Context: an optimization exercise on an open-source flow, tuned for small area, a short achievable clock period and few clock cycles. The choices shown serve that exercise and are no tape-out recipe.
Only simulation tests tie the RTL to the original design; equivalence was not proved.
Power and IR drop assume default switching activity.

[design/flow/config.mk]
export PLATFORM = sky130hd
export DESIGN_NAME = cnn
export DESIGN_NICKNAME = cnn
export VERILOG_FILES = /design/flow/design.v
export SDC_FILE = /design/flow/constraint.sdc
export NUM_CORES = 4
export LEC_CHECK = 0
export CAP_MARGIN = 40
export CORE_MARGIN = 2
export CORE_UTILIZATION = 40
export PLACE_DENSITY = 0.6
export SETUP_SLACK_MARGIN = 5
export SLEW_MARGIN = 60
[design/flow/run.sh]
#!/bin/bash
# synth_recipe.tcl (not shown) runs the flow's synth.tcl, then flattens the netlist and writes it again
# the make line also repeats each setting of config.mk as NAME=value (left out here)
make -C /OpenROAD-flow-scripts/flow DESIGN_CONFIG=/design/flow/config.mk WORK_HOME=/design/flow/orfs CLKGATE_MAP_FILE= SYNTH_SCRIPT=/design/flow/synth_recipe.tcl finish
[design/flow/constraint.sdc]
create_clock -name core_clock -period 11.0 [get_ports {clk}]
set_input_delay 2.2000 -clock core_clock [delete_from_list [all_inputs] [get_ports {clk}]]
set_output_delay 2.2000 -clock core_clock [all_outputs]
set_load 0.01 [all_outputs]
[design/flow/design.v]
module cnn(
  input             clk,
  input             rst,
  input             en,
  input      [7:0]  ps_rd,
  input      [7:0]  in_rd,
  input      [7:0]  w_rd,
  input      [7:0]  b_rd,
  input      [7:0]  out_rd,
  output reg        done,
  output     [15:0] ps_ra,
  output     [15:0] in_ad,
  output reg        in_we,
  output     [7:0]  in_wd,
  output     [15:0] w_ra,
  output     [15:0] b_ra,
  output     [15:0] out_ad,
  output reg        out_we,
  output     [7:0]  out_wd
);
reg s_idle, s_load, s_init, s_calc, s_conv, s_cdrn, s_pool, s_pdrn;
reg [7:0] pR, pC, pM, pN, pK, pS, pIR, pIC, pnIR, pnIC, pnP;
reg [3:0] pa;
assign ps_ra = {12'd0, pa};
reg [15:0] dN;     
reg [15:0] dT;     
reg [15:0] SmS;    
reg [15:0] dCh;    
reg [15:0] NKK;    
reg        nkdone;
reg [1:0]  q;                  
reg [7:0]  j, i, n, tc, tr;    
reg [5:0]  mq;                 
reg [15:0] la, vb, tb;         
wire [7:0] j1 = j + 8'd1, i1 = i + 8'd1, n1 = n + 8'd1, tc1 = tc + 8'd1, tr1 = tr + 8'd1;
wire [6:0] mq1 = {1'b0, mq} + 7'd1;
wire il  = (i1 == pK);
wire nl  = (n1 == pN);
reg jl, il_r, nl_r, tcl, trl, tap_first, blk_last, quad_last, conv_last;
always @(posedge clk) begin
  jl <= (j1 == pK); il_r <= il; nl_r <= nl;
  tcl <= (tc == {1'b0, pC[7:1]});
  trl <= (tr == {1'b0, pR[7:1]});
  tap_first <= (j == 8'd0) & (i == 8'd0) & (n == 8'd0);
  blk_last  <= (j1 == pK) & il & nl;
  quad_last <= (j1 == pK) & il & nl & (tc == {1'b0, pC[7:1]}) & (tr == {1'b0, pR[7:1]});
  conv_last <= (j1 == pK) & il & nl & (tc == {1'b0, pC[7:1]}) & (tr == {1'b0, pR[7:1]}) &
               ({mq1, 2'b00} >= {1'b0, pM});
end
wire [15:0] tb_next = tcl ? (trl ? 16'd0 : tb + dT) : tb + {7'd0, pS, 1'b0};
wire [15:0] vb_next = blk_last ? tb_next : vb + (~jl ? 16'd1 : ~il_r ? {8'd0, pIC} : dN);
reg [15:0] wv, wa, wb;
reg        wval, wfirst, wlast, wqlast;
reg [5:0]  wmq;
wire [15:0] wa_add = wa + ((q == 2'd3) ? 16'd1 : NKK);
wire [15:0] wv_next = wval ? (wlast ? (wqlast ? wa_add : wb) : wv + 16'd1) : wv;
assign in_ad  = la;
assign w_ra   = wa;
assign b_ra   = {8'd0, wmq, q};
reg [7:0]  wr, br, br2;
reg [31:0] sh, xm;             
reg [11:0] p0, p1, p2, p3;     
reg [7:0]  g0, g1, g2, g3;     
reg [11:0] a00, a01, a02, a03, a10, a11, a12, a13;
reg [11:0] a20, a21, a22, a23, a30, a31, a32, a33;
reg [19:0] h0, h1, h2, h3;     
reg v1, f1, l1, v2, f2, l2, f3, l3, l4;
function [11:0] mlo;
  input [7:0] x;
  input [3:0] w;
  mlo = {{4{x[7]}}, x} * {8'd0, w};
endfunction
function [7:0] mhi;
  input [7:0] x;
  input [3:0] w;
  mhi = x * {{4{w[3]}}, w};
endfunction
function [4:0] relu;
  input [11:0] a;
  relu = a[11] ? 5'd0 : {1'b0, a[7:4]} + {4'd0, a[3]};
endfunction
wire [11:0] bias = {br2, 4'd0};
always @(posedge clk) begin
  wr  <= w_rd;
  br  <= b_rd;
  br2 <= br;
  sh  <= {in_rd, sh[31:8]};
  if (q == 2'd1) xm <= sh;
  p0 <= v2 ? mlo(xm[7:0],   wr[3:0]) : 12'd0;
  p1 <= v2 ? mlo(xm[15:8],  wr[3:0]) : 12'd0;
  p2 <= v2 ? mlo(xm[23:16], wr[3:0]) : 12'd0;
  p3 <= v2 ? mlo(xm[31:24], wr[3:0]) : 12'd0;
  g0 <= v2 ? mhi(xm[7:0],   wr[7:4]) : 8'd0;
  g1 <= v2 ? mhi(xm[15:8],  wr[7:4]) : 8'd0;
  g2 <= v2 ? mhi(xm[23:16], wr[7:4]) : 8'd0;
  g3 <= v2 ? mhi(xm[31:24], wr[7:4]) : 8'd0;
  a00 <= a01; a01 <= a02; a02 <= a03; a03 <= (f3 ? bias : a00) + p0 + {g0, 4'd0};
  a10 <= a11; a11 <= a12; a12 <= a13; a13 <= (f3 ? bias : a10) + p1 + {g1, 4'd0};
  a20 <= a21; a21 <= a22; a22 <= a23; a23 <= (f3 ? bias : a20) + p2 + {g2, 4'd0};
  a30 <= a31; a31 <= a32; a32 <= a33; a33 <= (f3 ? bias : a30) + p3 + {g3, 4'd0};
end
reg        wbusy, wfin, wpend;
reg [3:0]  wk;
reg [15:0] wo, ob;
reg        crow, cqend;
reg [5:0]  cmq;
reg [4:0]  owd;
assign out_wd = {3'd0, owd};
assign out_ad = wo;
wire hshift = l4 | (wbusy & (wk[1:0] == 2'd3));
always @(posedge clk) begin
  if (hshift) begin
    h0 <= {relu(a03), h0[19:5]};
    h1 <= {relu(a13), h1[19:5]};
    h2 <= {relu(a23), h2[19:5]};
    h3 <= {relu(a33), h3[19:5]};
  end
end
wire [4:0] hsel = (wk[1:0] == 2'd0) ? h0[4:0] : (wk[1:0] == 2'd1) ? h1[4:0] :
                  (wk[1:0] == 2'd2) ? h2[4:0] : h3[4:0];
wire chv = ({1'b0, cmq, wk[3:2]} < {1'b0, pM});
reg [1:0] pq;
reg xin, yin;
wire xl    = (j1 == pnIC);
wire yl    = (i1 == pnIR);
wire ml    = (n1 == pM);
wire inner = xin & yin;
wire xlin  = (tc == {1'b0, pC[7:1]});           
wire ylin  = (tr == {1'b0, pR[7:1]});           
wire el    = ~inner | (pq == 2'd3);
wire np0   = (pnP == 8'd0);
reg pe_1, pi_1, pf_1, pe_2, pi_2, pf_2;
reg [4:0] ordr, mx, iwd;
assign in_wd = {3'd0, iwd};
wire [4:0] mxn = (ordr > mx) ? ordr : mx;
always @(posedge clk) begin
  ordr <= out_rd[4:0];
  mx <= pf_2 ? ordr : mxn;
  if (pe_2) iwd <= pi_2 ? mxn : 5'd0;
end
wire [15:0] wo_d = s_pool ?
                     ((pq == 2'd1) ? {8'd0, pC} : (pq == 2'd3 && !xlin) ? 16'd0 - {8'd0, pC} : 16'd1) :
                     ((wk[1:0] == 2'd0) ? dCh : (wk[1:0] == 2'd2) ? {8'd0, pC} : 16'd1);
wire [15:0] wo_add = wo + wo_d;
wire cN = (j == pIR);
wire cT = (la[8:0] == {pS, 1'b0});
wire cS = (tc == pS);
wire cR = (tr == pR);
wire calc_done = nkdone & cN & cT & cS & cR;
wire pool_end = el & xl & yl & ml;
wire stall = blk_last & wpend;
wire slot_end = (q == 2'd3);
wire cdrn_done = ~wpend & slot_end & ~wval & ~v1 & ~v2 & ~l3 & ~l4;
always @(posedge clk or posedge rst) begin
  if (rst) begin
    s_idle <= 1'b1; s_load <= 1'b0; s_init <= 1'b0; s_calc <= 1'b0;
    s_conv <= 1'b0; s_cdrn <= 1'b0; s_pool <= 1'b0; s_pdrn <= 1'b0;
    done <= 1'b0;
    pa <= 4'd0;
    wval <= 1'b0;
    v1 <= 1'b0; f1 <= 1'b0; l1 <= 1'b0; v2 <= 1'b0; f2 <= 1'b0; l2 <= 1'b0;
    f3 <= 1'b0; l3 <= 1'b0; l4 <= 1'b0;
    wbusy <= 1'b0; wfin <= 1'b0; wpend <= 1'b0;
    out_we <= 1'b0;
    pe_1 <= 1'b0; pi_1 <= 1'b0; pf_1 <= 1'b0; pe_2 <= 1'b0; pi_2 <= 1'b0; pf_2 <= 1'b0;
    in_we <= 1'b0;
  end else begin
    if (slot_end) wval <= s_conv & ~stall;
    v1 <= wval; f1 <= wval & wfirst; l1 <= wval & wlast;
    v2 <= v1; f2 <= f1; l2 <= l1;
    f3 <= f2; l3 <= l2;
    l4 <= l3;
    if (s_conv & slot_end & ~stall & blk_last) wpend <= 1'b1;
    if (l4 & (q == 2'd3)) wbusy <= 1'b1;       
    if (wbusy & (wk == 4'd15)) wbusy <= 1'b0;
    wfin <= wbusy & (wk == 4'd15);
    if (wfin) wpend <= 1'b0;
    out_we <= wbusy & chv;
    pe_1 <= s_pool & el;
    pi_1 <= s_pool & inner;
    pf_1 <= s_pool & (pq == 2'd0);
    pe_2 <= pe_1; pi_2 <= pi_1; pf_2 <= pf_1;
    in_we <= pe_2;
    if (s_idle & en) begin s_idle <= 1'b0; s_load <= 1'b1; done <= 1'b0; pa <= 4'd1; end
    if (s_load) begin
      pa <= (pa == 4'd11) ? 4'd0 : pa + 4'd1;
      if (pa == 4'd11) begin s_load <= 1'b0; s_init <= 1'b1; end
    end
    if (s_init) begin s_init <= 1'b0; s_calc <= 1'b1; end
    if (s_calc & calc_done) begin s_calc <= 1'b0; s_conv <= 1'b1; end
    if (s_conv & slot_end & ~stall & conv_last) begin s_conv <= 1'b0; s_cdrn <= 1'b1; end
    if (s_cdrn & cdrn_done) begin s_cdrn <= 1'b0; s_pool <= 1'b1; end
    if (s_pool & pool_end) begin s_pool <= 1'b0; s_pdrn <= 1'b1; end
    if (s_pdrn & (pq == 2'd2)) begin s_pdrn <= 1'b0; s_idle <= 1'b1; done <= 1'b1; end
  end
end
always @(posedge clk) begin
  q <= q + 2'd1;
  if (wbusy) begin
    owd <= hsel;
    wk <= wk + 4'd1;
    wo <= (wk == 4'd0) ? ob : wo_add;
  end else
    wk <= 4'd0;
  if (wfin) ob <= cqend ? wo + 16'd1 : crow ? ob + {8'd0, pC} + 16'd3 : ob + 16'd2;
  if (s_load) begin
    pR <= pC; pC <= pM; pM <= pN; pN <= pK; pK <= pS; pS <= pIR; pIR <= pIC;
    pIC <= pnIR; pnIR <= pnIC; pnIC <= pnP; pnP <= ps_rd;
  end
  if (s_init) begin
    dN  <= 16'd1 - {8'd0, pK};
    dT  <= {8'd0, pK} + {8'd0, pS};
    SmS <= {8'd0, pIC} - {8'd0, pS};
    dCh <= 16'd0 - {8'd0, pC} - 16'd1;
    NKK <= 16'd0;
    nkdone <= 1'b0;
    la <= 16'd1; i <= 8'd0; n <= 8'd0;
    j <= pK - 8'd1; tc <= 8'd1; tr <= 8'd0;
  end
  if (s_calc) begin
    if (!cN) begin dN <= dN + {8'd0, pIC}; j <= j1; end
    if (!cT) begin dT <= dT + {8'd0, pIC}; la <= la + 16'd1; end
    if (!cS) begin SmS <= SmS + {8'd0, pIC}; tc <= tc1; end
    if (!cR) begin dCh <= dCh + {8'd0, pC}; tr <= tr1; end
    if (!nkdone) begin
      NKK <= NKK + {8'd0, pK};
      i <= il ? 8'd0 : i1;
      if (il) n <= n1;
      if (il & nl) nkdone <= 1'b1;
    end
    if (calc_done) begin
      pIC <= pIC - pK + 8'd1;
      pC <= pC - 8'd1;
      pR <= pR - 8'd1;
      q <= 2'd0;
      j <= 8'd0; i <= 8'd0; n <= 8'd0; tc <= 8'd0; tr <= 8'd0; mq <= 6'd0;
      la <= 16'd0; vb <= 16'd0; tb <= 16'd0;
      wv <= 16'd0; wa <= 16'd0; wb <= 16'd0; ob <= 16'd0;
    end
  end
  if (s_conv) begin
    if (slot_end) begin
      if (~stall) begin
        j <= jl ? 8'd0 : j1;
        if (jl) i <= il_r ? 8'd0 : i1;
        if (jl & il_r) n <= nl_r ? 8'd0 : n1;
        if (blk_last) begin
          tc <= tcl ? 8'd0 : tc1;
          if (tcl) tr <= trl ? 8'd0 : tr1;
          if (tcl & trl) mq <= mq1[5:0];
          tb <= tb_next;
          crow <= tcl; cqend <= tcl & trl; cmq <= mq;
        end
        vb <= vb_next;
        la <= vb_next;
      end else
        la <= vb;
      wfirst <= tap_first; wlast <= blk_last; wqlast <= quad_last; wmq <= mq;
    end else
      la <= la + ((q == 2'd1) ? SmS : {8'd0, pS});
  end
  if (s_cdrn) begin
    j <= 8'd0; i <= 8'd0; n <= 8'd0; tc <= 8'd0; tr <= 8'd0; pq <= 2'd0;
    xin <= np0; yin <= np0;
    la <= 16'd0;
    if (cdrn_done) wo <= 16'd0;
  end
  if (s_pool) begin
    la <= la + {15'd0, in_we};
    if (inner) begin
      pq <= pq + 2'd1;
      wo <= wo_add;
    end
    if (el) begin
      if (xl) begin
        j <= 8'd0; tc <= 8'd0; xin <= np0;
        if (yl) begin
          i <= 8'd0; tr <= 8'd0; yin <= np0; n <= n1;
        end else begin
          i <= i1;
          if (yin) tr <= tr1;
          if (i1 == pnP) yin <= 1'b1;
          else if (yin & ylin) yin <= 1'b0;
        end
      end else begin
        j <= j1;
        if (xin) tc <= tc1;
        if (j1 == pnP) xin <= 1'b1;
        else if (xin & xlin) xin <= 1'b0;
      end
    end
    if (pool_end) pq <= 2'd0;
  end
  if (s_pdrn) begin
    la <= la + {15'd0, in_we};
    pq <= pq + 2'd1;
  end
  if (s_conv | s_cdrn) begin
    if (slot_end) begin
      wa <= wv_next;
      wv <= wv_next;
      if (wval & wlast & wqlast) wb <= wa_add;
    end else if (wval)
      wa <= wa_add;
  end
end
endmodule
==> flow_metrics.py, run 1 <==
metrics = {
    "setup_path": {
        "crit_type": "reg2reg",
        "crit_required_ns": 11.60,
        "cp.arrival_ns": 5.24,
        "cp-start-kind": "register",
        "crit_fanout": 13,
        "cp-end-kind": "register",
    },
    "finish": {
        "drive_above_1_share_pct": 6.61,
        "fin_area_um2": 57600,
        "syn_to_final_growth_pct": 13.0,
        "final_nets": 6067,
        "num_antenna_cells": 0,
        "fin_cells": 7199,
    },
    "sta": {
        "setup_viol": 0,
        "hold_viol": 0,
        "rsz0062_at_grt": "false",
        "min_period_ns": 4.63,
        "setup_tns_ns": 0,
        "fin_crit_sh_pct": 42.1,
        "maxSlewViolCount": 0,
        "skew_ns": 0.0613,
        "worstMarginPinSlew_ns": 0.633,
        "slew-limit-headroom_pct": 57.8,
        "clock.fmax_mhz": 216,
        "hold_ws_ns": 0.274,
    },
    "synth": {
        "synth-edff-count": 203,
        "async_reset_ff_share_pct": 3.89,
        "yosysSeqAreaShare_pct": 38.6,
        "synth_cells": 5401,
        "synth-main-ff-cell": "dfxtp_1",
        "avgSynthCellArea_um2": 9.44,
        "synth-xor-area-share_pct": 8.08,
        "synth-seq-cells": 873,
        "synth_fa_ha_area_share_pct": 16.0,
        "synth_mux_area_share_pct": 1.54,
        "synth_compound_area_share_pct": 15.2,
        "synth-simple-area-share_pct": 15.4,
        "yosysUniqueCellTypes": 113,
        "synth_warnings": 1,
        "synth.cell_area_um2": 51000,
        "synth_top_family_by_area": "adder cells",
    },
    "power": {
        "power_density_nw_per_um2": 209,
        "design_power_total_mw": 12.0,
        "ir_worst_vdd_mv": 0.142,
        "p_int_mw": 7.62,
        "seqPwrFrac_pct": 36.3,
        "combPwrFrac_pct": 33.9,
        "p_sw_mw": 4.40,
        "p_sw_share_pct": 36.6,
        "clkPwrFrac_pct": 29.8,
        "p_leak_nw": 24.9,
    },
    "routing": {
        "vias_per_cell": 5.35,
        "drc": 0,
        "drt-pass1-iter-count": 6,
        "first_iter_violations": 3006,
        "drt_wl_total_um": 134000,
        "vias": 38500,
        "ant_nets": 0,
        "wl_per_cell_um": 18.6,
    },
    "grt": {
        "grt_pass1_wl_um": 211000,
        "grt_pass1_vias": 37100,
        "grt.overflow.total": 0,
        "antenna_found_initial": 2,
        "grt_max_degree": 82,
        "track_usage_pct": 20.3,
    },
    "floorplan": {
        "start_util_pct": 40.4,
        "die_x_um": 361,
        "placementRows": 130,
        "boundaryPins": 142,
        "die-height_um": 361,
        "dieArea_um2": 130000,
        "core_area_um2": 126000,
    },
    "clocking": {
        "clock_latency_ns": 0.74,
        "clk_pin_slew_ns": 0.06,
        "cts_tree": "built",
        "cts_resized": 0,
        "max-clock-path-buffers": 3,
        "cts_root_buf": "clkbuf_16",
        "post-cts-setup-buffers": 0,
        "cts_hold_buf": 0,
        "numCtsBuffers": 98,
        "clock-sinks": 873,
        "cts_max_level": 3,
    },
    "run_status": {
        "status": "timing/DRC/antenna clean",
    },
    "placed_design": {
        "hpwl_um": 97300,
        "post-place-cells": 7011,
        "port_buffers": 112,
        "place.gp.congestion": 0.894,
        "dpl_cell_area_um2": 53900,
    },
    "hold_path": {
        "hold_path_class": "reg2reg",
    },
    "job": {
        "max-cap-violations": 0,
    },
}
==> metal layers <==
layer  up-vias  global-route usage [%]  routed length [µm]
met5         -                       0                   0
met1     18500                    27.3               61900
met4         0                    6.66                4160
met2       950                    33.4               61500
li1      18800                       -                   -
met3       230                    2.87                6370
==> state kept, by name, indices dropped and copies added (netlist names), 20 cells and up <==
name,count
h0,20
h1,20
h2,20
h3,20
sh,32
xm,32
==> cells in the mapped netlist, drive strengths merged (48+ instances only) <==
master	n	share of area [%]
a21o	103	1.5
and3	78	0.96
mux2i	67	1.3
nand3	147	1.5
xnor2	289	5.0
nand2	414	3.1
and2	223	2.7
nand2b	63	0.77
o21ai	341	3.4
xor2	144	2.5
dfxtp	636	25
o21bai	48	0.71
fa	151	5.9
clkbuf	166	1.2
nor2b	94	1.2
ha	410	10
inv	400	2.9
nor3	81	0.83
a21oi	374	3.7
buf	76	0.93
nor2	315	2.4
edfxtp	203	12
==> cells in the final DEF, fill, tap and decap left out, types with 77 or more instances in the layout <==
cell / Yosys / routed
dfxtp_1: 636 / 628
nand2_1: 413 / 408
ha_1: 410 / 405
inv_1: 397 / 392
a21oi_1: 374 / 373
o21ai_0: 311 / 308
nor2_1: 312 / 301
xnor2_1: 285 / 284
and2_1: 222 / 220
edfxtp_1: 203 / 203
fa_1: 151 / 151
nand3_1: 145 / 145
xor2_1: 144 / 143
clkdlybuf4s50_1: 0 / 112
a21o_1: 103 / 102
clkbuf_16: 0 / 99
nor2b_1: 94 / 93
and3_1: 78 / 78
nor3_1: 79 / 77
==> metrics by stage <==
| stage | setup WS (ns) | util, % |
|---|---|---|
| final | 6.37 | 45.7 |
| after global routing | 6.08 | 45.7 |
| after CTS | 6.37 | 45.6 |
| after detailed placement | 6.47 | 42.7 |
| after global placement | 6.32 | 42.5 |
| after floorplan | 7.15 | - |
==> kinds of logic after synthesis <==
family	count (synthesis)
AOI/OAI and AO/OA	1238
xor gates and xnor gates	446
adders and majority gates	561
buffers and inverters	645
DFF	873
muxes	77
other	1
and+or+nand+nor	1560
==> critical path, stage by stage (launching register included) <==
cell and delay [ns]:
dfxtp_2 0.61, xor2_1 0.12, nor4_1 0.35, nand2_1 0.23, nand2_1 0.40, inv_1 0.14
o21a_1 0.19, a21oi_1 0.15, ha_1 0.21, inv_1 0.07, fa_1 0.40, nand3b_1 0.20
a21oi_1 0.21, o31a_1 0.20, o41ai_1 0.10, o21ai_0 0.32, a31oi_1 0.15, xnor2_1 0.16
a32oi_1 0.19, o21ai_0 0.10
==> worst paths after layout <==
check	startpoint	endpoint	slack (ns)	cells after the start
setup / recovery	pC[7]	wo[14]	6.37	19
setup reg to reg	pC[7]	wo[14]	6.37	19
min in group asynchronous	rst	l2	1.97	3
hold / removal	a03[8]	a02[8]	0.27	0
max in group asynchronous	rst	s_load	8.63	3
hold reg to reg	a03[8]	a02[8]	0.27	0
==> power groups by stage <==
stage	sequential (mW)	clock, mW	combinational, mW
global route	4.41	3.79	4.55
floorplan	4.09	0	3.18
detailed placement	4.43	0	4.00
finish	4.37	3.58	4.07
CTS	4.36	3.66	4.03
global placement	4.44	0	3.84
==> final cells by class <==
type	count	area [µm²]
timing repair buffer	179	1750
tap	1650	2060
sequential	873	19700
inverter	403	1520
fill	11900	68500
clock inverter	58	873
multi-input combinational	3908	29000
clock buffer	128	2740
Testbench counts, summed over its fixed seeds: cycles 2,423,728.
==> inputs of run 2 (changes only) <==
==> design/flow/config.mk (replaced) <==
export PLATFORM = sky130hd
export DESIGN_NAME = cnn
export DESIGN_NICKNAME = cnn
export VERILOG_FILES = /design/flow/design.v
export SDC_FILE = /design/flow/constraint.sdc
export NUM_CORES = 4
export LEC_CHECK = 0
export CAP_MARGIN = 20
export CORE_MARGIN = 2
export CORE_UTILIZATION = 40
export PLACE_DENSITY = 0.6
export SLEW_MARGIN = 20
==> run 2 against run 1 <==
Effect of this change: largest power group unchanged; synthesized cell count did not move; wire length decreased by 0.45%; die area did not move; core utilization shrank 0.28 points; still clean; global-route usage about the same; final area shrank 0.61%.
==> flow_metrics.py, run 2 <==
metrics = {
    "synth": {
        "synth-simple-area-share_pct": 15.4,
        "synth_compound_area_share_pct": 15.2,
        "synth_common_cells": "dfxtp_1, nand2_1, ha_1, inv_1, a21oi_1",
        "synth_fa_ha_area_share_pct": 16.0,
        "synth_warnings": 1,
        "synth_mux_area_share_pct": 1.54,
        "avgSynthCellArea_um2": 9.44,
        "synth_top_area_share_pct": 25.0,
        "yosysMostFrequentCell": "dfxtp_1",
        "synth_area_leaders": "dfxtp_1, edfxtp_1, ha_1",
        "synth_top_family_by_area": "adder cells",
        "synth_cells": 5401,
        "synth-main-ff-cell": "dfxtp_1",
        "synth-xor-area-share_pct": 8.08,
        "synth-edff-count": 203,
        "async_reset_ff_share_pct": 3.89,
        "synth-seq-cells": 873,
        "synth_top_area_cell": "dfxtp_1",
        "yosysUniqueCellTypes": 113,
        "synth.cell_area_um2": 51000,
        "yosysSeqAreaShare_pct": 38.6,
    },
    "sta": {
        "slew-limit-headroom_pct": 23.9,
        "worstMarginPinSlew_ns": 1.13,
        "rsz0062_at_grt": "false",
        "fin_crit_sh_pct": 43.5,
        "min_period_ns": 4.79,
        "clock.fmax_mhz": 209,
        "skew_ns": 0.0622,
        "setup_viol": 0,
        "hold_viol": 0,
        "setup_tns_ns": 0,
        "maxSlewViolCount": 0,
    },
    "setup_path": {
        "crit_required_ns": 11.57,
        "cp.arrival_ns": 5.36,
        "path_cells": "xor2_1, nor4_1, nand2_1, nand2_1, inv_1, o21a_1, a21oi_1, ha_1, inv_1, fa_1, nand3b_1, a21oi_1, o31a_1, o41ai_1, o21ai_0, a31oi_1, xnor2_1, a32oi_1, o21ai_0",
        "slowest_delay_ns": 0.81,
        "cp-end-kind": "register",
        "cp_top_family": "compound AO/OA/AOI/OAI gates",
        "cp-start-kind": "register",
        "cp.depth": 19,
        "crit_fanout": 13,
        "slowest_stage": "dfxtp_1",
        "cp.buffers_inverters": 2,
        "r2r.worst_path.cells": 19,
        "crit_type": "reg2reg",
    },
    "grt": {
        "antenna_found_initial": 0,
        "grt_pass1_vias": 37100,
        "track_usage_pct": 20.2,
        "grt.overflow.total": 0,
        "grt_pass1_wl_um": 210000,
        "grt_max_degree": 82,
    },
    "hold_path": {
        "hold_depth": 0,
        "hold_path_class": "reg2reg",
    },
    "clocking": {
        "cts_max_level": 3,
        "clk_pin_slew_ns": 0.06,
        "numCtsBuffers": 99,
        "cts_hold_buf": 0,
        "clock-sinks": 873,
        "cts_tree": "built",
        "post-cts-setup-buffers": 0,
        "cts_root_buf": "clkbuf_16",
        "max-clock-path-buffers": 3,
        "clock_latency_ns": 0.74,
        "cts_resized": 0,
    },
    "power": {
        "p_leak_nw": 24.8,
        "ir_worst_vdd_mv": 0.135,
        "power_density_nw_per_um2": 210,
        "design_power_total_mw": 12.0,
    },
    "finish": {
        "syn_to_final_growth_pct": 12.3,
        "drive_above_1_share_pct": 5.55,
        "multi_input_area_um2": 28800,
        "final_nets": 6054,
        "final-seq-area_um2": 19700,
        "top_regs": "sh: 32 flops, xm: 32 flops",
        "num_antenna_cells": 0,
        "n_fill_cell": 12000,
        "mostFrequentLayoutCell": "dfxtp_1",
        "mostFrequentLayoutCells": "dfxtp_1, nand2_1, ha_1",
    },
    "routing": {
        "vias_per_cell": 5.33,
        "wl_per_cell_um": 18.5,
        "ant_nets": 0,
        "drt-pass1-iter-count": 6,
        "vias": 38300,
        "drt_wl_total_um": 133000,
        "first_iter_violations": 2955,
        "drc": 0,
    },
    "floorplan": {
        "die-height_um": 361,
        "placementRows": 130,
        "dieArea_um2": 130000,
        "start_util_pct": 40.4,
        "core_area_um2": 126000,
        "boundaryPins": 142,
        "die_x_um": 361,
    },
    "placed_design": {
        "port_buffers": 112,
        "hpwl_um": 96700,
        "place.gp.congestion": 0.894,
    },
    "run_status": {
        "status": "timing/DRC/antenna clean",
    },
    "job": {
        "max-cap-violations": 0,
    },
}
run 2: cell count changes in the layout (fill, tap and decap cells not counted), sizes merged:
cell,change
clkinvlp,-2
inv,-1
bufinv,+2
buf,-14
clkinv,-4
clkbuf,+5
run 2: per-stage QoR:
step | setup slack, ns | utilization, % | hold slack [ns] | instance area [µm²] | std cells
floorplan | 7.15 | - | 0.310 | 51100 | 5426
global placement | 6.32 | 42.5 | 0.310 | 53600 | 6999
detailed placement | 6.25 | 42.5 | 0.312 | 53600 | 6999
CTS | 6.21 | 45.4 | 0.301 | 57200 | 7185
global route | 5.87 | 45.4 | 0.304 | 57200 | 7185
finish | 6.21 | 45.4 | 0.297 | 57200 | 7185
run 2: worst paths after layout:
check / slack, ns / to / start
worst max-delay path: 6.21 / wo[14] / pC[7]
worst min-delay path: 0.30 / a10[6] / a11[6]
worst max register to register: 6.21 / wo[14] / pC[7]
worst min register to register: 0.30 / a10[6] / a11[6]
max in group asynchronous: 8.47 / s_load / rst
min in group asynchronous: 2.03 / wbusy / rst
run 2: metal layers:
layer	GRT usage, %	routed length (µm)	part of all wire, %
met1	27.3	61400	46
met2	32.9	60900	46
met3	2.93	6630	5.0
met4	7.21	4280	3.2
met5	0	0	0
run 2: logic make-up (layout without fill, tap and decap cells):
logic type,after synthesis,in the layout
AO/OA/AOI/OAI,1238,1238
XOR/XNOR,446,446
adder cells (fa/ha/maj),561,561
buffers and inverters,645,754
flip-flops,873,873
multiplexers,77,77
other,1,26
AND/OR/NAND/NOR,1560,1560
run 2: layout make-up:
cell class	instances	share of cell area [%]
flip-flops and latches	873	34.4
clock inverters	53	1.47
multi-input cells	3908	50.3
repair buffers	165	2.65
clock buffers	133	4.96
inverters	403	2.64
well taps	1650	3.61
run 2: power by group:
group / switching (mW) / internal, mW / leakage, nW
Combinational: 2.22 / 1.75 / 15.5
Sequential: 0.681 / 3.72 / 7.57
Clock: 1.44 / 2.21 / 1.78
Total: 4.34 / 7.67 / 24.8
==> inputs of run 3 (changes only) <==
--- a/design/flow/design.v
+++ b/design/flow/design.v
@@ -29,6 +29,8 @@
 reg [15:0] NKK;    
 reg        nkdone;
 reg [1:0]  q;                  
+reg        ph1, ph2, ph3;      
+reg        se_conv, adv, adv_blk, adv_row, adv_quad, adv_last;   
 reg [7:0]  j, i, n, tc, tr;    
 reg [5:0]  mq;                 
 reg [15:0] la, vb, tb;         
@@ -52,12 +54,12 @@
 reg [15:0] wv, wa, wb;
 reg        wval, wfirst, wlast, wqlast;
 reg [5:0]  wmq;
-wire [15:0] wa_add = wa + ((q == 2'd3) ? 16'd1 : NKK);
+wire [15:0] wa_add = wa + (ph3 ? 16'd1 : NKK);
 wire [15:0] wv_next = wval ? (wlast ? (wqlast ? wa_add : wb) : wv + 16'd1) : wv;
 assign in_ad  = la;
 assign w_ra   = wa;
 assign b_ra   = {8'd0, wmq, q};
-reg [7:0]  wr, br, br2;
+reg [7:0]  wr0, wr1, wr2, wr3, br, br2;    
 reg [31:0] sh, xm;             
 reg [11:0] p0, p1, p2, p3;     
 reg [7:0]  g0, g1, g2, g3;     
@@ -81,19 +83,22 @@
 endfunction
 wire [11:0] bias = {br2, 4'd0};
 always @(posedge clk) begin
-  wr  <= w_rd;
+  wr0 <= v1 ? w_rd : 8'd0;
+  wr1 <= v1 ? w_rd : 8'd0;
+  wr2 <= v1 ? w_rd : 8'd0;
+  wr3 <= v1 ? w_rd : 8'd0;
   br  <= b_rd;
   br2 <= br;
   sh  <= {in_rd, sh[31:8]};
-  if (q == 2'd1) xm <= sh;
-  p0 <= v2 ? mlo(xm[7:0],   wr[3:0]) : 12'd0;
-  p1 <= v2 ? mlo(xm[15:8],  wr[3:0]) : 12'd0;
-  p2 <= v2 ? mlo(xm[23:16], wr[3:0]) : 12'd0;
-  p3 <= v2 ? mlo(xm[31:24], wr[3:0]) : 12'd0;
-  g0 <= v2 ? mhi(xm[7:0],   wr[7:4]) : 8'd0;
-  g1 <= v2 ? mhi(xm[15:8],  wr[7:4]) : 8'd0;
-  g2 <= v2 ? mhi(xm[23:16], wr[7:4]) : 8'd0;
-  g3 <= v2 ? mhi(xm[31:24], wr[7:4]) : 8'd0;
+  if (ph1) xm <= sh;
+  p0 <= mlo(xm[7:0],   wr0[3:0]);
+  p1 <= mlo(xm[15:8],  wr1[3:0]);
+  p2 <= mlo(xm[23:16], wr2[3:0]);
+  p3 <= mlo(xm[31:24], wr3[3:0]);
+  g0 <= mhi(xm[7:0],   wr0[7:4]);
+  g1 <= mhi(xm[15:8],  wr1[7:4]);
+  g2 <= mhi(xm[23:16], wr2[7:4]);
+  g3 <= mhi(xm[31:24], wr3[7:4]);
   a00 <= a01; a01 <= a02; a02 <= a03; a03 <= (f3 ? bias : a00) + p0 + {g0, 4'd0};
   a10 <= a11; a11 <= a12; a12 <= a13; a13 <= (f3 ? bias : a10) + p1 + {g1, 4'd0};
   a20 <= a21; a21 <= a22; a22 <= a23; a23 <= (f3 ? bias : a20) + p2 + {g2, 4'd0};
@@ -125,8 +130,11 @@
 wire yl    = (i1 == pnIR);
 wire ml    = (n1 == pM);
 wire inner = xin & yin;
-wire xlin  = (tc == {1'b0, pC[7:1]});           
-wire ylin  = (tr == {1'b0, pR[7:1]});           
+reg  xlin, ylin;                                
+always @(posedge clk) begin
+  xlin <= (tc == {1'b0, pC[7:1]});
+  ylin <= (tr == {1'b0, pR[7:1]});
+end
 wire el    = ~inner | (pq == 2'd3);
 wire np0   = (pnP == 8'd0);
 reg pe_1, pi_1, pf_1, pe_2, pi_2, pf_2;
@@ -148,9 +156,19 @@
 wire cR = (tr == pR);
 wire calc_done = nkdone & cN & cT & cS & cR;
 wire pool_end = el & xl & yl & ml;
-wire stall = blk_last & wpend;
-wire slot_end = (q == 2'd3);
-wire cdrn_done = ~wpend & slot_end & ~wval & ~v1 & ~v2 & ~l3 & ~l4;
+wire cdrn_done = ~wpend & ph3 & ~wval & ~v1 & ~v2 & ~l3 & ~l4;
+wire calc_exit = s_calc & calc_done;
+always @(posedge clk) begin
+  ph1 <= ~calc_exit & (q == 2'd0);
+  ph2 <= ~calc_exit & (q == 2'd1);
+  ph3 <= ~calc_exit & (q == 2'd2);
+  se_conv  <= ph2 & s_conv;
+  adv      <= ph2 & s_conv & ~(blk_last & wpend);
+  adv_blk  <= ph2 & s_conv & blk_last & ~wpend;
+  adv_row  <= ph2 & s_conv & blk_last & ~wpend & tcl;
+  adv_quad <= ph2 & s_conv & blk_last & ~wpend & tcl & trl;
+  adv_last <= ph2 & s_conv & blk_last & ~wpend & conv_last;
+end
 always @(posedge clk or posedge rst) begin
   if (rst) begin
     s_idle <= 1'b1; s_load <= 1'b0; s_init <= 1'b0; s_calc <= 1'b0;
@@ -165,13 +183,13 @@
     pe_1 <= 1'b0; pi_1 <= 1'b0; pf_1 <= 1'b0; pe_2 <= 1'b0; pi_2 <= 1'b0; pf_2 <= 1'b0;
     in_we <= 1'b0;
   end else begin
-    if (slot_end) wval <= s_conv & ~stall;
+    if (ph3) wval <= adv;
     v1 <= wval; f1 <= wval & wfirst; l1 <= wval & wlast;
     v2 <= v1; f2 <= f1; l2 <= l1;
     f3 <= f2; l3 <= l2;
     l4 <= l3;
-    if (s_conv & slot_end & ~stall & blk_last) wpend <= 1'b1;
-    if (l4 & (q == 2'd3)) wbusy <= 1'b1;       
+    if (adv_blk) wpend <= 1'b1;
+    if (l4 & ph3) wbusy <= 1'b1;       
     if (wbusy & (wk == 4'd15)) wbusy <= 1'b0;
     wfin <= wbusy & (wk == 4'd15);
     if (wfin) wpend <= 1'b0;
@@ -188,7 +206,7 @@
     end
     if (s_init) begin s_init <= 1'b0; s_calc <= 1'b1; end
     if (s_calc & calc_done) begin s_calc <= 1'b0; s_conv <= 1'b1; end
-    if (s_conv & slot_end & ~stall & conv_last) begin s_conv <= 1'b0; s_cdrn <= 1'b1; end
+    if (adv_last) begin s_conv <= 1'b0; s_cdrn <= 1'b1; end
     if (s_cdrn & cdrn_done) begin s_cdrn <= 1'b0; s_pool <= 1'b1; end
     if (s_pool & pool_end) begin s_pool <= 1'b0; s_pdrn <= 1'b1; end
     if (s_pdrn & (pq == 2'd2)) begin s_pdrn <= 1'b0; s_idle <= 1'b1; done <= 1'b1; end
@@ -239,26 +257,26 @@
     end
   end
   if (s_conv) begin
-    if (slot_end) begin
-      if (~stall) begin
+    if (ph3) begin
+      if (adv) begin
         j <= jl ? 8'd0 : j1;
         if (jl) i <= il_r ? 8'd0 : i1;
         if (jl & il_r) n <= nl_r ? 8'd0 : n1;
-        if (blk_last) begin
-          tc <= tcl ? 8'd0 : tc1;
-          if (tcl) tr <= trl ? 8'd0 : tr1;
-          if (tcl & trl) mq <= mq1[5:0];
-          tb <= tb_next;
-          crow <= tcl; cqend <= tcl & trl; cmq <= mq;
-        end
         vb <= vb_next;
         la <= vb_next;
       end else
         la <= vb;
       wfirst <= tap_first; wlast <= blk_last; wqlast <= quad_last; wmq <= mq;
     end else
-      la <= la + ((q == 2'd1) ? SmS : {8'd0, pS});
+      la <= la + (ph1 ? SmS : {8'd0, pS});
+  end
+  if (adv_blk) begin
+    tc <= adv_row ? 8'd0 : tc1;
+    tb <= tb_next;
+    crow <= tcl; cqend <= tcl & trl; cmq <= mq;
   end
+  if (adv_row) tr <= adv_quad ? 8'd0 : tr1;
+  if (adv_quad) mq <= mq1[5:0];
   if (s_cdrn) begin
     j <= 8'd0; i <= 8'd0; n <= 8'd0; tc <= 8'd0; tr <= 8'd0; pq <= 2'd0;
     xin <= np0; yin <= np0;
@@ -296,7 +314,7 @@
     pq <= pq + 2'd1;
   end
   if (s_conv | s_cdrn) begin
-    if (slot_end) begin
+    if (ph3) begin
       wa <= wv_next;
       wv <= wv_next;
       if (wval & wlast & wqlast) wb <= wa_add;
--- a/design/flow/config.mk
+++ b/design/flow/config.mk
@@ -7,6 +7,8 @@
 export LEC_CHECK = 0
 export CAP_MARGIN = 20
 export CORE_MARGIN = 2
-export CORE_UTILIZATION = 40
-export PLACE_DENSITY = 0.6
+export CORE_UTILIZATION = 65
+export CTS_BUF_LIST = sky130_fd_sc_hd__clkbuf_8
+export PLACE_DENSITY = 0.75
+export SETUP_SLACK_MARGIN = 5
 export SLEW_MARGIN = 20
==> run 3 against run 2 <==
Effect of this change: still clean; critical path depth decreased by 5; clock skew fell by 0.018 ns; total power shrank 0.69%; core utilization up 27 points; first-iteration DRC count is 11% higher; synthesized area decreased by 0.70%; sequential power grew 7.0%; wire length fell by 4.1%; clock-buffer cell count increased by 36; setup slack improved by 0.27 ns; cell count down 8.5%; highest routed layer unchanged.
==> flow_metrics.py, run 3 <==
metrics = {
    "sta": {
        "worstMarginPinSlew_ns": 1.26,
        "min_period_ns": 4.52,
        "skew_ns": 0.0440,
        "setup_tns_ns": 0,
        "hold_viol": 0,
        "setup_viol": 0,
        "clock.fmax_mhz": 221,
        "slew-limit-headroom_pct": 15.7,
        "fin_crit_sh_pct": 41.1,
        "rsz0062_at_grt": "false",
        "fin_ws_ns": 6.48,
        "maxSlewViolCount": 0,
    },
    "power": {
        "power_density_nw_per_um2": 215,
        "p_leak_nw": 24.6,
        "ir_worst_vdd_mv": 0.117,
    },
    "synth": {
        "avgSynthCellArea_um2": 9.56,
        "synth-main-ff-cell": "dfxtp_1",
        "synth_cells": 5294,
        "synth_top_area_share_pct": 24.6,
        "yosysMostFrequentCell": "dfxtp_1",
        "synth_warnings": 1,
        "yosysUniqueCellTypes": 96,
        "async_reset_ff_share_pct": 3.86,
        "synth_area_leaders": "dfxtp_1, edfxtp_1, ha_1",
        "synth_common_cells": "dfxtp_1, inv_1, ha_1, nand2_1, a21oi_1",
        "synth_top_area_cell": "dfxtp_1",
        "yosysSeqAreaShare_pct": 39.6,
        "synth.cell_area_um2": 50600,
        "synth-edff-count": 225,
        "synth-seq-cells": 881,
    },
    "routing": {
        "vias_per_cell": 5.90,
        "first_iter_violations": 3292,
        "drt_wl_total_um": 128000,
        "vias": 38800,
        "ant_nets": 0,
        "wl_per_cell_um": 19.4,
        "drt-pass1-iter-count": 6,
        "drc": 0,
    },
    "setup_path": {
        "crit_start": "pC[1]",
        "crit_fanout": 7,
        "cp-end-kind": "register",
        "cp.arrival_ns": 5.18,
        "crit_required_ns": 11.66,
        "cp-start-kind": "register",
        "crit_type": "reg2reg",
        "timing.rr.start": "pC[1]",
    },
    "finish": {
        "mostFrequentLayoutCells": "dfxtp_1, inv_1, ha_1",
        "fin_area_um2": 55600,
        "final_nets": 6011,
        "drive_above_1_share_pct": 5.98,
        "syn_to_final_growth_pct": 9.90,
        "top_regs": "sh: 32 flops, xm: 32 flops",
        "mostFrequentLayoutCell": "dfxtp_1",
    },
    "clocking": {
        "cts_resized": 0,
        "max-clock-path-buffers": 3,
        "cts_max_level": 4,
        "post-cts-setup-buffers": 0,
        "clk_pin_slew_ns": 0.07,
        "cts_hold_buf": 0,
        "cts_tree": "built",
        "clock-sinks": 881,
        "clock_latency_ns": 0.85,
        "cts_root_buf": "clkbuf_8",
        "numCtsBuffers": 147,
    },
    "hold_path": {
        "hold_path_class": "reg2reg",
        "hold_start": "a22[10]",
    },
    "grt": {
        "antenna_found_initial": 4,
        "grt.overflow.total": 0,
        "grt_pass1_wl_um": 201000,
        "grt_max_degree": 81,
        "track_usage_pct": 31.5,
        "grt_pass1_vias": 37600,
    },
    "placed_design": {
        "dpl_cell_area_um2": 52500,
        "place.gp.congestion": 0.952,
        "post-place-ws_ns": 6.59,
        "port_buffers": 112,
        "hpwl_um": 92700,
    },
    "floorplan": {
        "boundaryPins": 142,
        "core_area_um2": 77200,
        "die-height_um": 283,
        "placementRows": 102,
        "dieArea_um2": 80100,
        "start_util_pct": 65.5,
        "die_x_um": 283,
    },
    "job": {
        "max-cap-violations": 0,
    },
    "run_status": {
        "status": "timing/DRC/antenna clean",
    },
}
run 3: cell types whose count changed after synthesis, moves of 23 or more:
cell / previous run / this run
and3_1: 78 / 51
o21ai_1: 29 / 4
and2_1: 222 / 193
a21o_1: 103 / 78
inv_1: 397 / 431
nor2_1: 312 / 289
run 3: cell families after synthesis:
logic type      share of synthesized area (%)
xor+xnor                                 8.17
other cells                           0.00741
compound gates                           15.1
buf+inv                                  5.24
fa+ha+maj                                16.1
flops                                    39.6
simple gates                             14.3
mux                                      1.41
run 3: power by group:
part | switching (mW) | internal, mW | leakage, nW
Combinational | 2.36 | 1.84 | 15.1
Clock | 1.42 | 1.60 | 1.73
Sequential | 0.738 | 3.97 | 7.78
Total | 4.52 | 7.42 | 24.6
run 3: worst paths after layout:
kind	endpoint	slack [ns]	cells after the start
worst max register to register	ob[13]	6.48	14
max in group asynchronous	s_load	8.29	2
worst max-delay path	ob[13]	6.48	14
worst min register to register	a21[10]	0.30	0
worst min-delay path	a21[10]	0.30	0
min in group asynchronous	pi_2	1.93	2
run 3: metal layers:
metal | share of wire [%] | vias to the layer above | track usage (%)
li1 | - | 18600 | -
met1 | 41 | 18400 | 39.9
met2 | 47 | 1470 | 53.1
met3 | 7.2 | 358 | 5.03
met4 | 4.2 | 0 | 14.4
met5 | 0 | - | 0
run 3: per-stage QoR:
step,hold slack (ns),power [mW],std cells,utilization (%)
global route,0.294,12.6,6574,72.0
detailed placement,0.312,8.85,6297,68.0
floorplan,0.310,7.70,5319,-
global placement,0.310,8.70,6297,68.0
CTS,0.300,11.9,6573,72.0
finish,0.296,11.9,6575,72.0
run 3: area by class of cell:
cell class | count | area (µm²)
antenna | 2 | 5.00
fill | 5825 | 21600
multi-input combinational | 3778 | 28000
timing repair buffer | 165 | 1520
sequential | 881 | 20100
clock inverter | 107 | 771
tap | 1040 | 1300
clock buffer | 169 | 2330
inverter | 433 | 1630
run 3: critical path, stage by stage, from the launching register on:
cell	delay, ns
dfxtp_1	0.51
inv_1	0.24
ha_1	0.34
inv_1	0.04
ha_1	0.22
fa_1	0.42
a21o_1	0.20
a21oi_1	0.23
o21bai_1	0.11
a21o_1	0.21
a2111oi_0	0.94
nor3_1	0.36
a31o_2	0.34
a21oi_1	0.14
a211oi_1	0.07
Testbench counts of run 3, summed over its fixed seeds: cycles 2,423,728.
==> inputs of run 4 (changes only) <==
--- a/design/flow/config.mk
+++ b/design/flow/config.mk
@@ -7,8 +7,7 @@
 export LEC_CHECK = 0
 export CAP_MARGIN = 20
 export CORE_MARGIN = 2
-export CORE_UTILIZATION = 65
-export CTS_BUF_LIST = sky130_fd_sc_hd__clkbuf_8
-export PLACE_DENSITY = 0.75
+export CORE_UTILIZATION = 40
+export PLACE_DENSITY = 0.6
 export SETUP_SLACK_MARGIN = 5
 export SLEW_MARGIN = 20
==> run 4 against run 3 <==
Effect of this change: cell count rose by 7.9%; core utilization down 27 points; die area rose by 62%; clock-buffer cell count down 39; sequential share of layout area decreased by 0.78 points; critical path type unchanged; largest power group unchanged; highest routed layer is now met5.
==> flow_metrics.py, run 4 <==
metrics = {
    "finish": {
        "final_nets": 5964,
        "drive_above_1_share_pct": 5.21,
        "mostFrequentLayoutCell": "dfxtp_1",
        "n_fill_cell": 11900,
        "fin_util_pct": 45.3,
        "num_antenna_cells": 0,
        "top_regs": "sh: 32 flops, xm: 32 flops",
        "mostFrequentLayoutCells": "dfxtp_1, inv_1, ha_1",
        "syn_to_final_growth_pct": 12.3,
    },
    "setup_path": {
        "path_cells": "inv_1, o21ai_0, nand2_1, inv_1, ha_1, a211oi_1, o21ai_0, nor2_1, o31ai_1, o41ai_1, xnor2_1, mux2_2, a2111oi_0, nor2_1",
        "cp.buffers_inverters": 2,
        "crit_fanout": 7,
        "crit_type": "reg2reg",
        "slowest_delay_ns": 0.88,
        "cp.arrival_ns": 5.07,
        "cp_top_family": "compound AO/OA/AOI/OAI gates",
        "crit_required_ns": 11.58,
        "slowest_stage": "a2111oi_0",
        "cp-end-kind": "register",
        "cp-start-kind": "register",
    },
    "synth": {
        "yosysMostFrequentCell": "dfxtp_1",
        "synth-seq-cells": 881,
        "synth_top_area_share_pct": 24.6,
        "synth-main-ff-cell": "dfxtp_1",
        "avgSynthCellArea_um2": 9.56,
        "yosysSeqAreaShare_pct": 39.6,
        "synth_area_leaders": "dfxtp_1, edfxtp_1, ha_1",
        "synth_common_cells": "dfxtp_1, inv_1, ha_1, nand2_1, a21oi_1",
        "async_reset_ff_share_pct": 3.86,
        "synth_cells": 5294,
        "synth.cell_area_um2": 50600,
        "yosysUniqueCellTypes": 96,
        "synth_top_area_cell": "dfxtp_1",
        "synth-edff-count": 225,
        "synth_warnings": 1,
    },
    "routing": {
        "drt-pass1-iter-count": 7,
        "first_iter_violations": 2937,
        "routedLengthMet1_um": 60200,
        "ant_nets": 0,
        "routed.top_layer": "met5",
        "vias": 37800,
        "drt_wl_total_um": 133000,
        "vias_per_cell": 5.33,
        "drc": 0,
        "wl_per_cell_um": 18.7,
        "routed-wl-met3_um": 8130,
        "dr_wl_met2_um": 60900,
    },
    "clocking": {
        "max-clock-path-buffers": 3,
        "post-cts-setup-buffers": 0,
        "cts_root_buf": "clkbuf_16",
        "clock_latency_ns": 0.75,
        "numCtsBuffers": 99,
        "cts_max_level": 3,
        "cts_resized": 0,
        "clock-sinks": 881,
        "cts_tree": "built",
        "clk_pin_slew_ns": 0.06,
        "cts_hold_buf": 0,
    },
    "run_status": {
        "status": "timing/DRC/antenna clean",
    },
    "floorplan": {
        "start_util_pct": 40.3,
        "core_area_um2": 126000,
        "die-height_um": 360,
        "die_x_um": 360,
        "dieArea_um2": 129000,
        "placementRows": 130,
        "boundaryPins": 142,
    },
    "sta": {
        "setup_viol": 0,
        "slew-limit-headroom_pct": 28.0,
        "rsz0062_at_grt": "false",
        "hold_viol": 0,
        "setup_tns_ns": 0,
        "maxSlewViolCount": 0,
        "hold_ws_ns": 0.321,
        "clock.fmax_mhz": 222,
        "fin_crit_sh_pct": 40.9,
        "fin_ws_ns": 6.50,
        "skew_ns": 0.0431,
        "min_period_ns": 4.50,
        "worstMarginPinSlew_ns": 1.08,
    },
    "power": {
        "clkPwrFrac_pct": 28.6,
        "p_sw_mw": 4.54,
        "seqPwrFrac_pct": 38.0,
        "ir_worst_vdd_mv": 0.139,
        "power_density_nw_per_um2": 218,
        "combPwrFrac_pct": 33.5,
        "design_power_total_mw": 12.4,
        "p_int_mw": 7.86,
        "p_sw_share_pct": 36.6,
        "p_leak_nw": 24.6,
    },
    "placed_design": {
        "port_buffers": 112,
        "hpwl_um": 95800,
        "place.gp.congestion": 0.913,
        "post-place-ws_ns": 6.71,
    },
    "grt": {
        "grt_pass1_wl_um": 208000,
        "grt.overflow.total": 0,
        "grt_pass1_vias": 36200,
        "track_usage_pct": 20.2,
        "antenna_found_initial": 3,
        "grt_max_degree": 81,
    },
    "hold_path": {
        "hold_path_class": "reg2reg",
    },
    "job": {
        "max-cap-violations": 0,
    },
}
==> run 4: cell counts after synthesis <==
Identical to the previous run, type by type.
==> run 4: worst paths after layout <==
check                        from  endpoint  slack [ns]  cells past startpoint
setup / recovery           pIC[1]    la[13]        6.50                     14
hold / removal             a22[3]    a21[3]        0.32                      0
setup reg to reg           pIC[1]    la[13]        6.50                     14
hold reg to reg            a22[3]    a21[3]        0.32                      0
max in group asynchronous     rst    s_load        8.56                      3
min in group asynchronous     rst        l1        1.93                      3
==> run 4: cells by family after synthesis <==
family	Yosys count	synth area share, %
AND/OR/NAND/NOR	1452	14.3
AO/OA/AOI/OAI	1224	15.1
flip-flops	881	39.6
buffers and inverters	660	5.24
adder cells (fa/ha/maj)	562	16.1
XOR/XNOR	444	8.17
multiplexers	70	1.41
other	1	0.00741
==> run 4: power groups by stage <==
| stage | registers, mW | clock network (mW) | logic [mW] |
|---|---|---|---|
| 2_1_floorplan | 4.40 | 0 | 3.30 |
| 3_3_place_gp | 4.74 | 0 | 4.00 |
| 3_5_place_dp | 4.75 | 0 | 4.10 |
| 4_1_cts | 4.70 | 3.64 | 4.14 |
| 5_1_grt | 4.77 | 3.77 | 4.67 |
| 6_report | 4.71 | 3.54 | 4.15 |
==> run 4: layer usage <==
layer | GRT usage [%] | up-vias
li1 | - | 18500
met1 | 27.1 | 18100
met4 | 5.50 | 2
met2 | 33.3 | 968
met5 | 0 | -
met3 | 3.71 | 194
==> run 4: per-stage QoR <==
stage | instance area, µm² | std cells
after floorplan | 50700 | 5319
after global placement | 53300 | 6908
after global routing | 56800 | 7096
final | 56800 | 7096
after CTS | 56800 | 7096
after detailed placement | 53300 | 6908
==> run 4: cell type report <==
cell class,instances,area [µm²],share of cell area [%]
well taps,1650,2060,3.63
repair buffers,166,1530,2.69
multi-input cells,3778,28000,49.3
clock inverters,58,738,1.30
inverters,433,1630,2.86
flip-flops and latches,881,20100,35.3
clock buffers,130,2820,4.96
==> inputs of run 5 (changes only) <==
--- a/design/flow/design.v
+++ b/design/flow/design.v
@@ -50,7 +50,8 @@
                ({mq1, 2'b00} >= {1'b0, pM});
 end
 wire [15:0] tb_next = tcl ? (trl ? 16'd0 : tb + dT) : tb + {7'd0, pS, 1'b0};
-wire [15:0] vb_next = blk_last ? tb_next : vb + (~jl ? 16'd1 : ~il_r ? {8'd0, pIC} : dN);
+reg  [15:0] vb_next;    
+always @(posedge clk) vb_next <= blk_last ? tb_next : vb + (~jl ? 16'd1 : ~il_r ? {8'd0, pIC} : dN);
 reg [15:0] wv, wa, wb;
 reg        wval, wfirst, wlast, wqlast;
 reg [5:0]  wmq;
@@ -154,7 +155,9 @@
 wire cT = (la[8:0] == {pS, 1'b0});
 wire cS = (tc == pS);
 wire cR = (tr == pR);
-wire calc_done = nkdone & cN & cT & cS & cR;
+wire calc_done_c = nkdone & cN & cT & cS & cR;
+reg  calc_done;    
+always @(posedge clk) calc_done <= s_calc & calc_done_c;
 wire pool_end = el & xl & yl & ml;
 wire cdrn_done = ~wpend & ph3 & ~wval & ~v1 & ~v2 & ~l3 & ~l4;
 wire calc_exit = s_calc & calc_done;
@@ -220,7 +223,8 @@
     wo <= (wk == 4'd0) ? ob : wo_add;
   end else
     wk <= 4'd0;
-  if (wfin) ob <= cqend ? wo + 16'd1 : crow ? ob + {8'd0, pC} + 16'd3 : ob + 16'd2;
+  if ((wbusy & (wk == 4'd1) & ~crow) | (wbusy & (wk == 4'd3) & crow) | (wfin & cqend))
+    ob <= wo + (wfin ? 16'd1 : 16'd2);
   if (s_load) begin
     pR <= pC; pC <= pM; pM <= pN; pN <= pK; pK <= pS; pS <= pIR; pIR <= pIC;
     pIC <= pnIR; pnIR <= pnIC; pnIC <= pnP; pnP <= ps_rd;
==> design/flow/flow/run.sh (new file) <==
#!/bin/bash
# The standard layout, with the port buffers made of buf_2 cells instead of the
# resizer's default pick; everything else is standard.sh unchanged.
set -euo pipefail
export BUFFER_PORTS_ARGS="-buffer_cell sky130_fd_sc_hd__buf_2"
bash standard.sh > standard.log 2>&1
==> design/flow/standard.sh (new file) <==
#!/bin/bash
# synth_recipe.tcl (not shown) runs the flow's synth.tcl, then flattens the netlist and writes it again
# the make line also repeats each setting of config.mk as NAME=value (left out here)
make -C /OpenROAD-flow-scripts/flow DESIGN_CONFIG=/design/flow/config.mk WORK_HOME=/design/flow/orfs CLKGATE_MAP_FILE= SYNTH_SCRIPT=/design/flow/synth_recipe.tcl "${@:-finish}"
--- a/design/flow/config.mk
+++ b/design/flow/config.mk
@@ -7,7 +7,8 @@
 export LEC_CHECK = 0
 export CAP_MARGIN = 20
 export CORE_MARGIN = 2
-export CORE_UTILIZATION = 40
-export PLACE_DENSITY = 0.6
+export CORE_UTILIZATION = 65
+export CTS_BUF_LIST = sky130_fd_sc_hd__clkbuf_8
+export PLACE_DENSITY = 0.75
 export SETUP_SLACK_MARGIN = 5
 export SLEW_MARGIN = 20
removed: design/flow/run.sh
==> run 5 against run 4 <==
Effect of this change: synthesized cell count is 0.53% lower; clock-buffer cell count up 46; worst hold slack lost 0.021 ns; global-route usage grew 11 points; flip-flop and latch count increased by 17; clock power is 12% lower; clock skew increased by 0.0069 ns; largest cell class unchanged.
==> flow_metrics.py, run 5 <==
metrics = {
    "run_status": {
        "status": "timing/DRC/antenna clean",
    },
    "synth": {
        "synth.cell_area_um2": 50500,
        "synth_area_leaders": "dfxtp_1, edfxtp_1, ha_1",
        "synth-main-ff-cell": "dfxtp_1",
        "async_reset_ff_share_pct": 3.79,
        "avgSynthCellArea_um2": 9.59,
        "synth_warnings": 1,
        "synth-seq-cells": 898,
        "yosysMostFrequentCell": "dfxtp_1",
        "synth_cells": 5266,
        "synth_top_area_cell": "dfxtp_1",
        "yosysSeqAreaShare_pct": 40.4,
        "synth_top_area_share_pct": 25.3,
        "yosysUniqueCellTypes": 99,
        "synth_common_cells": "dfxtp_1, nand2_1, ha_1, inv_1, a21oi_1",
        "synth-edff-count": 225,
    },
    "routing": {
        "first_iter_violations": 2837,
        "vias": 38100,
        "ant_nets": 0,
        "drt-pass1-iter-count": 6,
        "drc": 0,
        "vias_per_cell": 5.85,
        "drt_wl_total_um": 123000,
        "wl_per_cell_um": 18.8,
    },
    "floorplan": {
        "core_area_um2": 77200,
        "boundaryPins": 142,
        "dieArea_um2": 79900,
        "die-height_um": 283,
        "placementRows": 102,
        "start_util_pct": 65.4,
        "die_x_um": 283,
    },
    "finish": {
        "drive_above_1_share_pct": 8.03,
        "final-seq-area_um2": 20400,
        "syn_to_final_growth_pct": 8.83,
        "final_nets": 5941,
        "fin_util_pct": 71.2,
        "mostFrequentLayoutCell": "dfxtp_1",
        "mostFrequentLayoutCells": "dfxtp_1, nand2_1, inv_1",
        "n_fill_cell": 5862,
        "multi_input_area_um2": 27700,
        "top_regs": "sh: 32 flops, xm: 32 flops",
    },
    "placed_design": {
        "port_buffers": 112,
        "place.gp.congestion": 0.906,
        "hpwl_um": 89100,
    },
    "clocking": {
        "numCtsBuffers": 148,
        "clock-sinks": 898,
        "max-clock-path-buffers": 3,
        "cts_tree": "built",
        "clock_latency_ns": 0.82,
        "cts_hold_buf": 0,
        "clk_pin_slew_ns": 0.06,
        "cts_resized": 0,
        "cts_max_level": 4,
        "post-cts-setup-buffers": 0,
        "cts_root_buf": "clkbuf_8",
    },
    "sta": {
        "skew_ns": 0.0500,
        "min_period_ns": 4.49,
        "clock.fmax_mhz": 223,
        "worstMarginPinSlew_ns": 1.01,
        "setup_viol": 0,
        "rsz0062_at_grt": "false",
        "slew-limit-headroom_pct": 32.8,
        "maxSlewViolCount": 0,
        "setup_tns_ns": 0,
        "hold_viol": 0,
        "fin_crit_sh_pct": 40.8,
    },
    "grt": {
        "grt_max_degree": 81,
        "grt_util_met2_pct": 52.6,
        "track_usage_pct": 31.2,
        "met1_usage_pct": 39.5,
        "grt_pass1_wl_um": 197000,
        "grt_pass1_vias": 37300,
        "grt.overflow.total": 0,
        "top_usage_layer": "met2",
        "antenna_found_initial": 2,
        "grt_use_met3_pct": 5.16,
    },
    "hold_path": {
        "hold_path_class": "reg2reg",
    },
    "setup_path": {
        "crit_fanout": 26,
        "cp-start-kind": "register",
        "cp.arrival_ns": 5.18,
        "cp-end-kind": "register",
        "crit_type": "reg2reg",
        "crit_required_ns": 11.69,
    },
    "job": {
        "max-cap-violations": 0,
    },
    "power": {
        "p_leak_nw": 24.7,
        "ir_worst_vdd_mv": 0.148,
        "design_power_total_mw": 11.6,
        "power_density_nw_per_um2": 211,
    },
}
run 5: cell count changes after synthesis, sizes merged, moves of 13 or more:
cell,delta
a21o,+19
a21oi,-28
clkbuf,+24
dfxtp,+17
ha,-16
inv,-48
nand2,+34
nor2,+19
o21ai,-46
o21bai,-16
xnor2,-13
run 5: cell type report:
class / count / area share [%]
sequential: 898 / 37.1
multi-input combinational: 3766 / 50.5
timing repair buffer: 151 / 1.55
clock inverter: 100 / 1.41
inverter: 387 / 2.64
tap: 1040 / 2.37
antenna: 1 / 0.00455
clock buffer: 176 / 4.41
run 5: logic make-up after synthesis:
| logic type | Yosys count | synth area share (%) |
|---|---|---|
| fa+ha+maj | 546 | 15.8 |
| buf+inv | 627 | 4.92 |
| mux | 89 | 1.81 |
| other cells | 1 | 0.00743 |
| flops | 898 | 40.4 |
| simple gates | 1529 | 15.0 |
| xor+xnor | 429 | 7.75 |
| compound gates | 1147 | 14.3 |
run 5: routing by layer:
layer	routed length, µm	share of wire [%]
met1	50900	42
met2	58900	48
met3	7890	6.4
met4	4910	4.0
met5	10	0.0082
run 5: critical path: stages, from the launching register on:
cell and delay, ns:
dfxtp_1 0.35, inv_1 0.09, ha_1 0.77, inv_1 0.38
and3_1 0.29, a211oi_1 0.21, a31oi_1 0.09, ha_1 0.36
o21ai_0 0.18, a21oi_1 0.11, and3_1 0.18, a221oi_1 0.60
o2111ai_1 0.22, a31oi_1 0.27, xnor2_1 0.09, a21o_1 0.17
run 5: final timing paths:
check / startpoint / to / slack (ns) / depth (start not counted)
min in group asynchronous: rst / pi_2 / 1.59 / 2
min reg2reg: a13[1] / a12[1] / 0.30 / 0
min: a13[1] / a12[1] / 0.30 / 0
max reg2reg: wk[0] / wo[15] / 6.51 / 15
max: wk[0] / wo[15] / 6.51 / 15
max in group asynchronous: rst / s_load / 8.75 / 2
run 5: power breakdown:
group	total [mW]	switching [mW]	internal [mW]
clock network	3.10	1.42	1.68
registers	4.55	0.722	3.83
logic	3.92	2.21	1.71
total	11.6	4.35	7.22
run 5: through the flow:
stage                     hold slack, ns  setup slack, ns  cell area [µm²]  cells
final                              0.300             6.51            54900   6519
after floorplan                    0.310             7.19            50600   5291
after global placement             0.310             6.66            51700   6242
after detailed placement           0.312             6.58            51700   6242
after CTS                          0.306             6.57            54900   6518
after global routing               0.316             6.06            54900   6519
Testbench counts of run 5, summed over its fixed seeds: cycles 2,423,744.
==> inputs of run 6 (changes only) <==
==> design/flow/run.sh (new file) <==
#!/bin/bash
# synth_recipe.tcl (not shown) runs the flow's synth.tcl, then flattens the netlist and writes it again
# the make line also repeats each setting of config.mk as NAME=value (left out here)
make -C /OpenROAD-flow-scripts/flow DESIGN_CONFIG=/design/flow/config.mk WORK_HOME=/design/flow/orfs CLKGATE_MAP_FILE= SYNTH_SCRIPT=/design/flow/synth_recipe.tcl finish
removed: design/flow/flow/run.sh
removed: design/flow/standard.sh
==> run 6 against run 5 <==
Effect of this change: still clean; clock skew shrank 0.012 ns; synthesized cell count stayed put; sequential share of layout area decreased by 0.37 points; via count about the same; sequential power hardly changed.
==> flow_metrics.py, run 6 <==
metrics = {
    "floorplan": {
        "core_area_um2": 77200,
        "placementRows": 102,
        "die_x_um": 283,
        "start_util_pct": 65.4,
        "dieArea_um2": 79900,
    },
    "sta": {
        "slew-limit-headroom_pct": 36.8,
        "fin_crit_sh_pct": 41.0,
        "hold_viol": 0,
        "clock.fmax_mhz": 221,
        "setup_tns_ns": 0,
        "rsz0062_at_grt": "false",
        "setup_viol": 0,
        "maxSlewViolCount": 0,
    },
    "routing": {
        "first_iter_violations": 2781,
        "vias_per_cell": 5.84,
        "drt-pass1-iter-count": 6,
        "drt_wl_total_um": 123000,
        "drc": 0,
        "ant_nets": 0,
    },
    "clocking": {
        "cts_tree": "built",
        "post-cts-setup-buffers": 0,
        "cts_resized": 0,
        "clk_pin_slew_ns": 0.06,
        "cts_max_level": 4,
        "cts_root_buf": "clkbuf_8",
        "max-clock-path-buffers": 3,
        "clock_latency_ns": 0.82,
        "clock-sinks": 898,
    },
    "setup_path": {
        "path_cells": "inv_1, ha_1, inv_1, and3_1, a211oi_1, a31oi_1, ha_1, o21ai_0, a21oi_1, and3_1, a221oi_1, o2111ai_1, a31oi_1, xnor2_1, a21o_1",
        "cp-end-kind": "register",
        "crit_type": "reg2reg",
        "cp.arrival_ns": 5.22,
        "cp-start-kind": "register",
        "timing.rr.start": "wk[0]",
        "slowest_stage": "ha_1",
        "r2r-end": "wo[15]",
        "r2r.worst_path.cells": 15,
    },
    "synth": {
        "yosysSeqAreaShare_pct": 40.4,
        "synth-edff-count": 225,
        "synth-main-ff-cell": "dfxtp_1",
        "synth_top_area_cell": "dfxtp_1",
        "synth_area_leaders": "dfxtp_1, edfxtp_1, ha_1",
        "synth.cell_area_um2": 50500,
        "synth_warnings": 1,
        "synth_fa_ha_area_share_pct": 15.8,
        "synth_mux_area_share_pct": 1.81,
        "yosysMostFrequentCell": "dfxtp_1",
        "synth-xor-area-share_pct": 7.75,
        "synth_cells": 5266,
        "synth-seq-cells": 898,
        "synth_common_cells": "dfxtp_1, nand2_1, ha_1, inv_1, a21oi_1",
    },
    "grt": {
        "track_usage_pct": 31.0,
        "grt_pass1_wl_um": 196000,
        "antenna_found_initial": 3,
        "grt_max_degree": 81,
        "grt_pass1_vias": 37300,
    },
    "finish": {
        "fin_util_pct": 71.9,
        "fin_area_um2": 55500,
        "top_regs": "sh: 32 flops, xm: 32 flops",
        "mostFrequentLayoutCells": "dfxtp_1, nand2_1, inv_1",
        "mostFrequentLayoutCell": "dfxtp_1",
    },
    "power": {
        "ir_worst_vdd_mv": 0.137,
        "design_power_total_mw": 11.6,
        "power_density_nw_per_um2": 208,
        "p_leak_nw": 24.6,
    },
    "placed_design": {
        "place.gp.congestion": 0.903,
        "hpwl_um": 88900,
        "port_buffers": 112,
    },
    "hold_path": {
        "hold_depth": 0,
    },
    "job": {
        "max-cap-violations": 0,
    },
    "run_status": {
        "status": "timing/DRC/antenna clean",
    },
}
## run 6: worst max-delay path by stage
stage                     cells past startpoint     end  startpoint
after global routing                         15  wo[15]       wk[0]
final                                        15  wo[15]       wk[0]
after detailed placement                     15  wo[15]       pC[1]
after CTS                                    15  wo[15]       wk[0]
after floorplan                              17  wo[15]       pC[1]
after global placement                       15  wo[15]       pC[1]
## run 6: report_power, final
| part | internal [mW] | switching [mW] | leakage, nW | total, mW |
|---|---|---|---|---|
| sequential | 3.83 | 0.700 | 7.68 | 4.53 |
| combinational | 1.74 | 2.23 | 15.1 | 3.97 |
| clock | 1.63 | 1.43 | 1.81 | 3.06 |
| total | 7.20 | 4.36 | 24.6 | 11.6 |
## run 6: final cells by class
type	count	area, µm²	share of cell area (%)
Clock inverter	100	703	1.27
Tap cell	1040	1300	2.34
Antenna cell	1	2.50	0.00451
Clock buffer	179	2460	4.44
Inverter	387	1450	2.62
Multi-Input combinational cell	3766	27700	50.0
Sequential cell	898	20400	36.8
Timing Repair Buffer	153	1430	2.57
## run 6: metrics by stage
step           setup WS [ns]  std cells  hold slack, ns
2_1_floorplan           7.19       5291           0.310
3_3_place_gp            6.62       6244           0.310
3_5_place_dp            6.57       6244           0.312
4_1_cts                 6.55       6523           0.313
5_1_grt                 6.13       6524           0.308
6_report                6.48       6524           0.319
## run 6: worst max-delay path, delay by kind of cell (launching register included)
| kind | cells | cell delay, ns |
|---|---|---|
| AND/OR/NAND/NOR | 2 | 0.50 |
| AO/OA/AOI/OAI | 8 | 1.87 |
| flip-flops | 1 | 0.35 |
| buffers and inverters | 2 | 0.50 |
| adder cells (fa/ha/maj) | 2 | 1.10 |
| XOR/XNOR | 1 | 0.09 |
## run 6: layer usage
metal	track usage (%)	wire, µm	part of all wire, %	vias to the layer above
li1	-	-	-	18400
met1	39.1	50700	41	18200
met2	53.1	59300	48	1241
met3	5.51	8340	6.8	289
met4	12.1	4300	3.5	2
met5	0	14	0.011	-
## run 6: logic make-up (layout without fill, tap and decap cells)
kind of cell    Yosys count  after routing
simple gates           1529           1529
other cells               1             27
mux                      89             89
compound gates         1147           1147
flops                   898            898
xor+xnor                429            429
buf+inv                 627            819
fa+ha+maj               546            546

Re-timed with assumed drivers on the ports (clkbuf_16 on the clock, buf_2 on other inputs), run 6 has 6.485 ns of setup slack against 6.485 ns with ideal ports, and 6.485 ns once port delays also move by the mid clock arrival of 0.867 ns.
